From an optimization exercise on the open Yosys and OpenROAD flow, aimed at small area, a short achievable clock period and few clock cycles; shortcuts taken in it are not production practice.
The RTL was checked by simulation tests, not by an equivalence proof against the original design.
No activity file was given, so power comes from the tool's default toggle rates.

==> flow/design.v (excerpt) <==
module mips_core(
    input wire clk,
    input wire rst,
    output wire[31:0] imem_addr,
    input wire[31:0] imem_rdata,
    output wire[31:0] dmem_addr,
    input wire[31:0] dmem_rdata,
    output wire[31:0] dmem_wdata,
    output wire[3:0] dmem_we
    );
==> flow/config.mk <==
export PLATFORM = sky130hd
export DESIGN_NAME = mips_core
export DESIGN_NICKNAME = mips_core
export VERILOG_FILES = /design/flow/design.v
export SDC_FILE = /design/flow/constraint.sdc
export NUM_CORES = 4
export LEC_CHECK = 0
export ABC_CLOCK_PERIOD_IN_PS = 4000
export CAP_MARGIN = 20
export CORE_MARGIN = 2
export CORE_UTILIZATION = 35
export PLACE_DENSITY = 0.5
export SETUP_SLACK_MARGIN = 5
export SLEW_MARGIN = 20
export TNS_END_PERCENT = 100
==> flow/constraint.sdc <==
create_clock -name core_clock -period 9.5 [get_ports {clk}]
set_input_delay 1.9000 -clock core_clock [delete_from_list [all_inputs] [get_ports {clk}]]
set_output_delay 1.9000 -clock core_clock [all_outputs]
set_load 0.01 [all_outputs]
run.sh (not shown) runs the stock make flow with config.mk's settings and CLKGATE_MAP_FILE= SYNTH_SCRIPT=/design/flow/synth_recipe.tcl, a recipe that flattens the netlist after the stock synthesis.
The first run passed the timing, DRC and antenna checks.
Testbench counts at the start, summed over its fixed seeds: cycles 68,489.
Next try:
--- a/flow/config.mk
+++ b/flow/config.mk
@@ -13,3 +13,3 @@
 export SETUP_SLACK_MARGIN = 5
 export SLEW_MARGIN = 20
-export TNS_END_PERCENT = 100
+export TNS_END_PERCENT = 25
What happened: Setup slack is worse by 0.12 ns; synthesized area is unchanged; global-route usage decreases by 0.79 points; first-iteration DRC count grows by 7.6%; die area is unchanged; cell area goes down by about 0.4%; count of clock-buffer cells in the layout came out lower by 1; hold slack gets better by 0.011 ns.

Setup of job 101:
mips_core, a different RTL version from the one above (not shown whole).
Size: roughly 5,000 cells after synthesis, about 1,200 flip-flops, ~170 I/O pins, ~61,000 sq um of cells after synthesis.
clock: 9.5 ns
lec_check: 0
abc_clock_period_in_ps: 4000
cap_margin: 20
core_margin: 2
core_utilization: 40
cts_cluster_diameter: 80
cts_cluster_size: 24
place_density: 0.55
setup_slack_margin: 5
slew_margin: 20
tns_end_percent: 100
Testbench counts of job 101, summed over its fixed seeds: cycles 68,489.
Setup changes, job 101 to job 102
- PLACE_DENSITY now 0.5, was 0.55
- CORE_UTILIZATION now 35, was 40
Job 102 ends up with higher number of buffers created by CTS than job 101 does.
Wire length on met2 of job 102 exceeds that of job 101 by a little under 10%.
Sort job 101 and job 102 by layout cell share with drive strength beyond 1, descending, and job 102 comes first.
On post-detailed-routing wire length, job 102 does worse than job 101.
NOTE wire length of the first global-routing pass job 101->job 102 increased by a few percent
Diff job 101 -> job 102: effective utilization at floorplan went down 5.1 points, total number of tap cells saw an increase.
On tightest hold margin, job 101 and job 102 are basically level.
Compared to job 101, job 102 has overall track demand over capacity in global routing 2.9 points lower.
Taking job 101 as the reference point, the proportion of power drawn by combinational gates of job 102 falls by 0.8 points.
Status: multi-input combinational cell area parity (job 102, job 101)

Another version of the RTL of mips_core (not shown whole).
Size in the first run: ~4400 cells after synthesis, about 1200 flip-flops, about 170 I/O pins, about 57000 um2 of cells after synthesis.
export LEC_CHECK = 0
export ABC_CLOCK_PERIOD_IN_PS = 4000
export CAP_MARGIN = 20
export CORE_MARGIN = 2
export CORE_UTILIZATION = 35
export CTS_CLUSTER_DIAMETER = 80
export CTS_CLUSTER_SIZE = 24
export PLACE_DENSITY = 0.5
export SETUP_SLACK_MARGIN = 5
export SLEW_MARGIN = 20
export TNS_END_PERCENT = 5
create_clock -name core_clock -period 9.5 [get_ports {clk}]
The baseline finished clean.
Testbench counts at the start, summed over its fixed seeds: cycles 68,379.
==> next run, changes <==
Settings changed: TNS_END_PERCENT 5 to 100.
- die area does not change
- wire length grows by about 2.3%
- cell area grows by 2.9%
- synthesized cell count does not change
- final cell count grows by 1.8%
- setup slack gains 340 ps
- first-iteration DRC count grows by 4.7%
- global-route usage grows by 0.50 points
- clock-buffer cell count stays the same
- hold slack loses 5.2 ps
- power grows by 2.0%

## P
mips_core, a different RTL version from the one above (not shown whole).
For scale: about 4600 cells after synthesis, ~1200 flip-flops, about 58000 um2 of cells after synthesis.
export LEC_CHECK = 0
export ABC_CLOCK_PERIOD_IN_PS = 4000
export CAP_MARGIN = 20
export CORE_MARGIN = 2
export CORE_UTILIZATION = 35
export CTS_BUF_LIST = sky130_fd_sc_hd__clkbuf_4 sky130_fd_sc_hd__clkbuf_8
export PLACE_DENSITY = 0.5
export SETUP_SLACK_MARGIN = 5
export SLEW_MARGIN = 20
export TNS_END_PERCENT = 5
create_clock -name core_clock -period 9.5 [get_ports {clk}]
P ended with every stage complete and zero timing, DRC or antenna violations.
Testbench counts of P, summed over its fixed seeds: cycles 68,379.
--- input diff P..Q ---
# P
export LEC_CHECK = 0
export ABC_CLOCK_PERIOD_IN_PS = 4000
export CAP_MARGIN = 20
export CORE_MARGIN = 2
export CORE_UTILIZATION = 35
export CTS_BUF_LIST = sky130_fd_sc_hd__clkbuf_4 sky130_fd_sc_hd__clkbuf_8
export PLACE_DENSITY = 0.5
export SETUP_SLACK_MARGIN = 5
export SLEW_MARGIN = 20
export TNS_END_PERCENT = 5
create_clock -name core_clock -period 9.5 [get_ports {clk}]
# Q
export LEC_CHECK = 0
export ABC_CLOCK_PERIOD_IN_PS = 4000
export CAP_MARGIN = 20
export CORE_MARGIN = 2
export CORE_UTILIZATION = 35
export PLACE_DENSITY = 0.5
export SETUP_SLACK_MARGIN = 5
export SLEW_MARGIN = 20
export TNS_END_PERCENT = 25
create_clock -name core_clock -period 9.5 [get_ports {clk}]
### Flow results
Q vs. P: first-pass GRT wire length closely matched the old numbers; total power per unit cell area increased by 7.9 nW/um2 relative to the old numbers; final critical delay including setup and external delays decreased by 0.098 ns relative to the old numbers; multi-input gate share of the layout cell area decreased by 0.25 points relative to the old numbers; internal power contribution increased by 0.68 mW relative to the old numbers.
When Q is measured against P, its number of clock buffers in the layout turns out 36% lower.
Comparing P and Q, cell depth of the worst flop-to-flop path is lower on Q.

==> separate check: timing with driven ports <==
No port has a modelled driver above. Below, the same layouts with a new extraction and two added sets of constraints. Step 1: set_driving_cell puts a clkbuf_16 on clk and a buf_2 on each other input, an assumption about the parent block. Step 2 moves the port delays by t, midway between the first and last clock arrival at a register: inputs arrive t later, outputs are due t later. That takes back most of the time a late clock gives input paths. Three values: no drivers, after step 1, after step 2; two values: the first two.
run | t, ns | setup WS [ns] | hold slack, ns | worst setup path at the end | pins driven straight from the clock port
the first run of note 1 | 0.895 | 4.750 / 4.782 / 3.887 | 0.433 / 0.433 / 0.433 | input to register | 1
the second run of note 1 | 0.878 | 4.628 / 4.543 / 3.665 | 0.444 / 0.444 / 0.444 | input to register | 1
job 101 | 0.787 | 4.708 / 4.642 / 3.855 | 0.439 / 0.439 / 0.439 | input to register | 1
job 102 | 0.809 | 4.975 / 4.924 / 4.115 | 0.439 / 0.439 / 0.439 | input to register | 1
the first run of note 3 | 0.805 | 4.371 / 4.376 / 3.623 | 0.443 / 0.443 / 0.443 | input to register | 1
the second run of note 3 | 0.803 | 4.713 / 4.630 / 4.020 | 0.438 / 0.438 / 0.438 | input to register | 1
P | 1.015 | 4.376 / 4.291 / 3.453 | 0.436 / 0.436 / 0.436 | input to register | 1
Q | 0.874 | 4.474 / 4.391 / 3.951 | 0.437 / 0.437 / 0.437 | input to register | 1
After both steps setup and hold are still met in every run listed. The setup slack of the second run of note 1, which loses most, moves by -0.085 ns with the drivers and by -0.963 ns with both steps.
